What follows belongs to an exercise in optimizing a design on an open flow for small area, a short achievable clock period and few clock cycles per item; a production flow would make more cautious choices. At most, simulation tests tie the RTL to the original design; equivalence was not proved. Power and IR drop assume default switching activity.

==> inputs of xenon <==
## multiplicacion
module multiplicacion #(
    parameter N = 32
    ) (
    input logic clk, rst,
    input logic valid,
    input logic [N-1:0] A, B,
    output logic [2*N-1:0] Mult,
    output logic done
    );
  logic one0;
  logic two0;
  logic neg0;
  logic one1;
  logic two1;
  logic neg1;
  logic one2;
  logic two2;
  logic neg2;
  logic one3;
  logic two3;
  logic neg3;
  logic one4;
  logic two4;
  logic neg4;
  logic one5;
  logic two5;
  logic neg5;
  logic one6;
  logic two6;
  logic neg6;
  logic one7;
  logic two7;
  logic neg7;
  logic one8;
  logic two8;
  logic neg8;
  logic one9;
  logic two9;
  logic neg9;
  logic one10;
  logic two10;
  logic neg10;
  logic one11;
  logic two11;
  logic neg11;
  logic one12;
  logic two12;
  logic neg12;
  logic one13;
  logic two13;
  logic neg13;
  logic one14;
  logic two14;
  logic neg14;
  logic one15;
  logic two15;
  logic neg15;
  logic s1;
  logic c2;
  logic s3;
  logic c4;
  logic s5;
  logic c6;
  logic s7;
  logic c8;
  logic s9;
  logic c10;
  logic s11;
  logic c12;
  logic s13;
  logic c14;
  logic s15;
  logic c16;
  logic s17;
  logic c18;
  logic s19;
  logic c20;
  logic s21;
  logic c22;
  logic s23;
  logic c24;
  logic s25;
  logic c26;
  logic s27;
  logic c28;
  logic s29;
  logic c30;
  logic s31;
  logic c32;
  logic s33;
  logic c34;
  logic s35;
  logic c36;
  logic s37;
  logic c38;
  logic s39;
  logic c40;
  logic s41;
  logic c42;
  logic s43;
  logic c44;
  logic s45;
  logic c46;
  logic s47;
  logic c48;
  logic s49;
  logic c50;
  logic s51;
  logic c52;
  logic s53;
  logic c54;
  logic s55;
  logic c56;
  logic s57;
  logic c58;
  logic s59;
  logic c60;
  logic s61;
  logic c62;
  logic s63;
  logic c64;
  logic s65;
  logic c66;
  logic s67;
  logic c68;
  logic s69;
  logic c70;
  logic s71;
  logic c72;
  logic s73;
  logic c74;
  logic s75;
  logic c76;
  logic s77;
  logic c78;
  logic s79;
  logic c80;
  logic s81;
  ...
==> flow/config.mk <==
export PLATFORM = sky130hd
export DESIGN_NAME = multiplicacion
export DESIGN_NICKNAME = multiplicacion
export VERILOG_FILES = /design/flow/design.v
export SDC_FILE = /design/flow/constraint.sdc
export NUM_CORES = 4
export LEC_CHECK = 0
export ABC_AREA = 1
export CAP_MARGIN = 20
export CORE_MARGIN = 2
export CORE_UTILIZATION = 55
export SETUP_SLACK_MARGIN = 0.65
export SLEW_MARGIN = 20
export SYNTH_HIERARCHICAL = 1
==> flow/constraint.sdc <==
create_clock -name core_clock -period 5.0 [get_ports {clk}]
set_input_delay 1.0000 -clock core_clock [delete_from_list [all_inputs] [get_ports {clk}]]
set_output_delay 1.0000 -clock core_clock [all_outputs]
set_load 0.01 [all_outputs]
standard.sh (not shown) runs the stock make flow with config.mk's settings and CLKGATE_MAP_FILE= SYNTH_SCRIPT=/design/flow/synth_recipe.tcl, a recipe that flattens the netlist after the stock synthesis.
==> flow/flow/run.sh <==
#!/bin/bash
set -e
cat standard.sh > standard_sh_copy.txt
export BUFFER_PORTS_ARGS="-buffer_cell sky130_fd_sc_hd__buf_4"
bash standard.sh > standard.log 2>&1
==> inputs of onyx, as changes to xenon <==
--- a/flow/config.mk
+++ b/flow/config.mk
@@ -6,9 +6,9 @@
 export NUM_CORES = 4
 export LEC_CHECK = 0
 export ABC_AREA = 1
 export CAP_MARGIN = 20
 export CORE_MARGIN = 2
 export CORE_UTILIZATION = 55
-export SETUP_SLACK_MARGIN = 0.65
+export GPL_TIMING_DRIVEN = 0
 export SLEW_MARGIN = 20
 export SYNTH_HIERARCHICAL = 1
==> inputs of violet, as changes to xenon <==
--- a/flow/design.v
+++ b/flow/design.v
@@ -1472,124 +1472,92 @@
   logic q121;
   logic q122;
   logic q123;
   logic q124;
   logic q125;
   logic q126;
+  logic [32:0] pp0;
   assign one0 = B[0] ^ 1'b0;
   assign two0 = (B[1] & ~B[0] & ~1'b0) | (~B[1] & B[0] & 1'b0);
-  logic [32:0] pp0;
-  logic [33:0] ax0;
-  assign ax0 = {1'b0, A, 1'b0} ^ {34{B[1]}};
-  assign neg0 = B[1] & ~(B[0] & 1'b0);
-  assign pp0 = (ax0[33:1] & {33{one0}}) | (ax0[32:0] & {33{two0}});
+  assign neg0 = B[1];
+  assign pp0 = (({1'b0, A} & {33{one0}}) | ({A, 1'b0} & {33{two0}})) ^ {33{neg0}};
+  logic [32:0] pp1;
   assign one1 = B[2] ^ B[1];
   assign two1 = (B[3] & ~B[2] & ~B[1]) | (~B[3] & B[2] & B[1]);
-  logic [32:0] pp1;
-  logic [33:0] ax1;
-  assign ax1 = {1'b0, A, 1'b0} ^ {34{B[3]}};
-  assign neg1 = B[3] & ~(B[2] & B[1]);
-  assign pp1 = (ax1[33:1] & {33{one1}}) | (ax1[32:0] & {33{two1}});
+  assign neg1 = B[3];
+  assign pp1 = (({1'b0, A} & {33{one1}}) | ({A, 1'b0} & {33{two1}})) ^ {33{neg1}};
+  logic [32:0] pp2;
   assign one2 = B[4] ^ B[3];
   assign two2 = (B[5] & ~B[4] & ~B[3]) | (~B[5] & B[4] & B[3]);
-  logic [32:0] pp2;
-  logic [33:0] ax2;
-  assign ax2 = {1'b0, A, 1'b0} ^ {34{B[5]}};
-  assign neg2 = B[5] & ~(B[4] & B[3]);
-  assign pp2 = (ax2[33:1] & {33{one2}}) | (ax2[32:0] & {33{two2}});
+  assign neg2 = B[5];
+  assign pp2 = (({1'b0, A} & {33{one2}}) | ({A, 1'b0} & {33{two2}})) ^ {33{neg2}};
+  logic [32:0] pp3;
   assign one3 = B[6] ^ B[5];
   assign two3 = (B[7] & ~B[6] & ~B[5]) | (~B[7] & B[6] & B[5]);
-  logic [32:0] pp3;
-  logic [33:0] ax3;
-  assign ax3 = {1'b0, A, 1'b0} ^ {34{B[7]}};
-  assign neg3 = B[7] & ~(B[6] & B[5]);
-  assign pp3 = (ax3[33:1] & {33{one3}}) | (ax3[32:0] & {33{two3}});
+  assign neg3 = B[7];
+  assign pp3 = (({1'b0, A} & {33{one3}}) | ({A, 1'b0} & {33{two3}})) ^ {33{neg3}};
+  logic [32:0] pp4;
   assign one4 = B[8] ^ B[7];
   assign two4 = (B[9] & ~B[8] & ~B[7]) | (~B[9] & B[8] & B[7]);
-  logic [32:0] pp4;
-  logic [33:0] ax4;
-  assign ax4 = {1'b0, A, 1'b0} ^ {34{B[9]}};
-  assign neg4 = B[9] & ~(B[8] & B[7]);
-  assign pp4 = (ax4[33:1] & {33{one4}}) | (ax4[32:0] & {33{two4}});
+  assign neg4 = B[9];
+  assign pp4 = (({1'b0, A} & {33{one4}}) | ({A, 1'b0} & {33{two4}})) ^ {33{neg4}};
+  logic [32:0] pp5;
   assign one5 = B[10] ^ B[9];
   assign two5 = (B[11] & ~B[10] & ~B[9]) | (~B[11] & B[10] & B[9]);
-  logic [32:0] pp5;
-  logic [33:0] ax5;
-  assign ax5 = {1'b0, A, 1'b0} ^ {34{B[11]}};
-  assign neg5 = B[11] & ~(B[10] & B[9]);
-  assign pp5 = (ax5[33:1] & {33{one5}}) | (ax5[32:0] & {33{two5}});
+  assign neg5 = B[11];
+  assign pp5 = (({1'b0, A} & {33{one5}}) | ({A, 1'b0} & {33{two5}})) ^ {33{neg5}};
+  logic [32:0] pp6;
   assign one6 = B[12] ^ B[11];
   assign two6 = (B[13] & ~B[12] & ~B[11]) | (~B[13] & B[12] & B[11]);
-  logic [32:0] pp6;
-  logic [33:0] ax6;
-  assign ax6 = {1'b0, A, 1'b0} ^ {34{B[13]}};
-  assign neg6 = B[13] & ~(B[12] & B[11]);
-  assign pp6 = (ax6[33:1] & {33{one6}}) | (ax6[32:0] & {33{two6}});
+  assign neg6 = B[13];
+  assign pp6 = (({1'b0, A} & {33{one6}}) | ({A, 1'b0} & {33{two6}})) ^ {33{neg6}};
+  logic [32:0] pp7;
   assign one7 = B[14] ^ B[13];
   assign two7 = (B[15] & ~B[14] & ~B[13]) | (~B[15] & B[14] & B[13]);
-  logic [32:0] pp7;
-  logic [33:0] ax7;
-  assign ax7 = {1'b0, A, 1'b0} ^ {34{B[15]}};
-  assign neg7 = B[15] & ~(B[14] & B[13]);
-  assign pp7 = (ax7[33:1] & {33{one7}}) | (ax7[32:0] & {33{two7}});
+  assign neg7 = B[15];
+  assign pp7 = (({1'b0, A} & {33{one7}}) | ({A, 1'b0} & {33{two7}})) ^ {33{neg7}};
+  logic [32:0] pp8;
   assign one8 = B[16] ^ B[15];
   assign two8 = (B[17] & ~B[16] & ~B[15]) | (~B[17] & B[16] & B[15]);
-  logic [32:0] pp8;
-  logic [33:0] ax8;
-  assign ax8 = {1'b0, A, 1'b0} ^ {34{B[17]}};
-  assign neg8 = B[17] & ~(B[16] & B[15]);
-  assign pp8 = (ax8[33:1] & {33{one8}}) | (ax8[32:0] & {33{two8}});
+  assign neg8 = B[17];
+  assign pp8 = (({1'b0, A} & {33{one8}}) | ({A, 1'b0} & {33{two8}})) ^ {33{neg8}};
+  logic [32:0] pp9;
   assign one9 = B[18] ^ B[17];
   assign two9 = (B[19] & ~B[18] & ~B[17]) | (~B[19] & B[18] & B[17]);
-  logic [32:0] pp9;
-  logic [33:0] ax9;
-  assign ax9 = {1'b0, A, 1'b0} ^ {34{B[19]}};
-  assign neg9 = B[19] & ~(B[18] & B[17]);
-  assign pp9 = (ax9[33:1] & {33{one9}}) | (ax9[32:0] & {33{two9}});
+  assign neg9 = B[19];
+  assign pp9 = (({1'b0, A} & {33{one9}}) | ({A, 1'b0} & {33{two9}})) ^ {33{neg9}};
+  logic [32:0] pp10;
   assign one10 = B[20] ^ B[19];
   assign two10 = (B[21] & ~B[20] & ~B[19]) | (~B[21] & B[20] & B[19]);
-  logic [32:0] pp10;
-  logic [33:0] ax10;
-  assign ax10 = {1'b0, A, 1'b0} ^ {34{B[21]}};
-  assign neg10 = B[21] & ~(B[20] & B[19]);
-  assign pp10 = (ax10[33:1] & {33{one10}}) | (ax10[32:0] & {33{two10}});
+  assign neg10 = B[21];
+  assign pp10 = (({1'b0, A} & {33{one10}}) | ({A, 1'b0} & {33{two10}})) ^ {33{neg10}};
+  logic [32:0] pp11;
   assign one11 = B[22] ^ B[21];
   assign two11 = (B[23] & ~B[22] & ~B[21]) | (~B[23] & B[22] & B[21]);
-  logic [32:0] pp11;
-  logic [33:0] ax11;
-  assign ax11 = {1'b0, A, 1'b0} ^ {34{B[23]}};
-  assign neg11 = B[23] & ~(B[22] & B[21]);
-  assign pp11 = (ax11[33:1] & {33{one11}}) | (ax11[32:0] & {33{two11}});
+  assign neg11 = B[23];
+  assign pp11 = (({1'b0, A} & {33{one11}}) | ({A, 1'b0} & {33{two11}})) ^ {33{neg11}};
+  logic [32:0] pp12;
   assign one12 = B[24] ^ B[23];
   assign two12 = (B[25] & ~B[24] & ~B[23]) | (~B[25] & B[24] & B[23]);
-  logic [32:0] pp12;
-  logic [33:0] ax12;
-  assign ax12 = {1'b0, A, 1'b0} ^ {34{B[25]}};
-  assign neg12 = B[25] & ~(B[24] & B[23]);
-  assign pp12 = (ax12[33:1] & {33{one12}}) | (ax12[32:0] & {33{two12}});
+  assign neg12 = B[25];
+  assign pp12 = (({1'b0, A} & {33{one12}}) | ({A, 1'b0} & {33{two12}})) ^ {33{neg12}};
+  logic [32:0] pp13;
   assign one13 = B[26] ^ B[25];
   assign two13 = (B[27] & ~B[26] & ~B[25]) | (~B[27] & B[26] & B[25]);
-  logic [32:0] pp13;
-  logic [33:0] ax13;
-  assign ax13 = {1'b0, A, 1'b0} ^ {34{B[27]}};
-  assign neg13 = B[27] & ~(B[26] & B[25]);
-  assign pp13 = (ax13[33:1] & {33{one13}}) | (ax13[32:0] & {33{two13}});
+  assign neg13 = B[27];
+  assign pp13 = (({1'b0, A} & {33{one13}}) | ({A, 1'b0} & {33{two13}})) ^ {33{neg13}};
+  logic [32:0] pp14;
   assign one14 = B[28] ^ B[27];
   assign two14 = (B[29] & ~B[28] & ~B[27]) | (~B[29] & B[28] & B[27]);
-  logic [32:0] pp14;
-  logic [33:0] ax14;
-  assign ax14 = {1'b0, A, 1'b0} ^ {34{B[29]}};
-  assign neg14 = B[29] & ~(B[28] & B[27]);
-  assign pp14 = (ax14[33:1] & {33{one14}}) | (ax14[32:0] & {33{two14}});
+  assign neg14 = B[29];
+  assign pp14 = (({1'b0, A} & {33{one14}}) | ({A, 1'b0} & {33{two14}})) ^ {33{neg14}};
+  logic [32:0] pp15;
   assign one15 = B[30] ^ B[29];
   assign two15 = (B[31] & ~B[30] & ~B[29]) | (~B[31] & B[30] & B[29]);
-  logic [32:0] pp15;
-  logic [33:0] ax15;
-  assign ax15 = {1'b0, A, 1'b0} ^ {34{B[31]}};
-  assign neg15 = B[31] & ~(B[30] & B[29]);
-  assign pp15 = (ax15[33:1] & {33{one15}}) | (ax15[32:0] & {33{two15}});
+  assign neg15 = B[31];
+  assign pp15 = (({1'b0, A} & {33{one15}}) | ({A, 1'b0} & {33{two15}})) ^ {33{neg15}};
   logic [31:0] pp16;
   assign pp16 = A & {32{B[31]}};
   ha_cell u_s1 (.a(neg12), .b(pp0[24]), .s(s1), .co(c2));
   ha_cell u_s3 (.a(pp0[25]), .b(pp1[23]), .s(s3), .co(c4));
   fa_cell u_s5 (.a(neg13), .b(pp0[26]), .c(pp1[24]), .s(s5), .co(c6));
   ha_cell u_s7 (.a(pp2[22]), .b(pp3[20]), .s(s7), .co(c8));
@@ -2565,10 +2533,14 @@
   end
 endmodule
 module fa_cell (input logic a, b, c, output logic s, co);
   assign s = a ^ b ^ c;
   assign co = (a & b) | (a & c) | (b & c);
 endmodule
+module booth_enc (input logic lo, mid, hi, output logic one, two);
+  assign one = mid ^ lo;
+  assign two = (hi & ~mid & ~lo) | (~hi & mid & lo);
+endmodule
 module ha_cell (input logic a, b, output logic s, co);
   assign s = a ^ b;
   assign co = a & b;
 endmodule
--- a/flow/config.mk
+++ b/flow/config.mk
@@ -6,9 +6,8 @@
 export NUM_CORES = 4
 export LEC_CHECK = 0
 export ABC_AREA = 1
 export CAP_MARGIN = 20
 export CORE_MARGIN = 2
 export CORE_UTILIZATION = 55
-export SETUP_SLACK_MARGIN = 0.65
 export SLEW_MARGIN = 20
 export SYNTH_HIERARCHICAL = 1
==> inputs of zinc, as changes to xenon <==
==> flow/flow/run.sh (replaced) <==
#!/bin/bash
set -e
cat standard.sh > standard_sh_copy.txt
export BUFFER_PORTS_ARGS="-buffer_cell sky130_fd_sc_hd__buf_2"
bash standard.sh > standard.log 2>&1
--- a/flow/config.mk
+++ b/flow/config.mk
@@ -6,9 +6,8 @@
 export NUM_CORES = 4
 export LEC_CHECK = 0
 export ABC_AREA = 1
 export CAP_MARGIN = 20
 export CORE_MARGIN = 2
 export CORE_UTILIZATION = 55
-export SETUP_SLACK_MARGIN = 0.65
 export SLEW_MARGIN = 20
 export SYNTH_HIERARCHICAL = 1
==> results.txt <==
onyx finished but fails on setup timing. violet produced a clean layout. zinc produced a clean layout. xenon produced a clean layout. Of onyx and violet, violet has the higher cell count (gap 1.8%, measured against violet). First-iteration DRC count: violet < zinc < xenon < onyx. Hold slack: violet is lower than xenon (0.0038 ns). Setup slack, highest first: xenon, zinc, violet, onyx.
==> figures <==
	zinc	onyx	xenon	violet
Run status	timing/DRC/antenna clean	failed layout checks	timing/DRC/antenna clean	timing/DRC/antenna clean
Layout check failures	-	setup timing	-	-
Met3 routed wirelength	5843 um	8288 um	6633 um	7079 um
Number of DRC violations after detailed-routing iteration 0	1,864	2,393	2,006	1,717
Number of global-route vias before repair	21.48k	21.37k	21.51k	21.72k
Power in the clock group	0.00119 W	0.00130 W	0.00121 W	0.00127 W
Post-layout net count	3,350	3,354	3,329	3,366
Detailed route wirelength on metal2	41,380 um	41,480 um	42,050 um	40,230 um
Fraction of final layout cells sized beyond drive strength 1	14.03%	11.88%	21.70%	14.74%
Non-clock buffer contribution to total cell area	8.666%	6.795%	8.627%	10.27%
Combinational Power Share	81.1%	81.8%	81.9%	82.2%
Testbench counts of xenon, summed over its fixed seeds: cycles 2,408, items 2,400.
Testbench counts of onyx, summed over its fixed seeds: cycles 2,408, items 2,400.
Testbench counts of zinc, summed over its fixed seeds: cycles 2,408, items 2,400.
Only the layout flow was run in violet; the RTL was not checked for function there.

==> afterwards: timing with drivers on the ports <==
The results above use ideal ports. As a check the final layouts listed here were re-extracted and re-timed, cells and wires unchanged. Step 1 (the two cells are an assumption about what drives the block):
set clk [get_ports {clk}]
set_driving_cell -lib_cell sky130_fd_sc_hd__clkbuf_16 $clk
set_driving_cell -lib_cell sky130_fd_sc_hd__buf_2 [delete_from_list [all_inputs] $clk]
Step 2 moves the port delays by t, midway between the first and last clock arrival at a register: inputs arrive t later, outputs are due t later. That takes back most of the time a late clock gives input paths. a / b / c = no drivers / after step 1 / after step 2; a / b = the first two.
| run | t, ns | setup slack, ns | slew at the worst register clock pin (ns) |
|---|---|---|---|
| xenon | 0.546 | 0.671 / 0.625 / 0.109 | 0.07 / 0.07 |
| onyx | 0.532 | -0.021 / 0.017 / -0.515 | 0.06 / 0.06 |
| violet | 0.553 | 0.345 / 0.342 / -0.211 | 0.08 / 0.08 |
| zinc | 0.553 | 0.470 / 0.509 / -0.044 | 0.07 / 0.07 |
With both steps, setup timing fails in violet and zinc, where it was met with ideal ports. For xenon, which loses most, drivers alone change the setup slack by -0.046 ns; drivers and shift together by -0.562 ns.
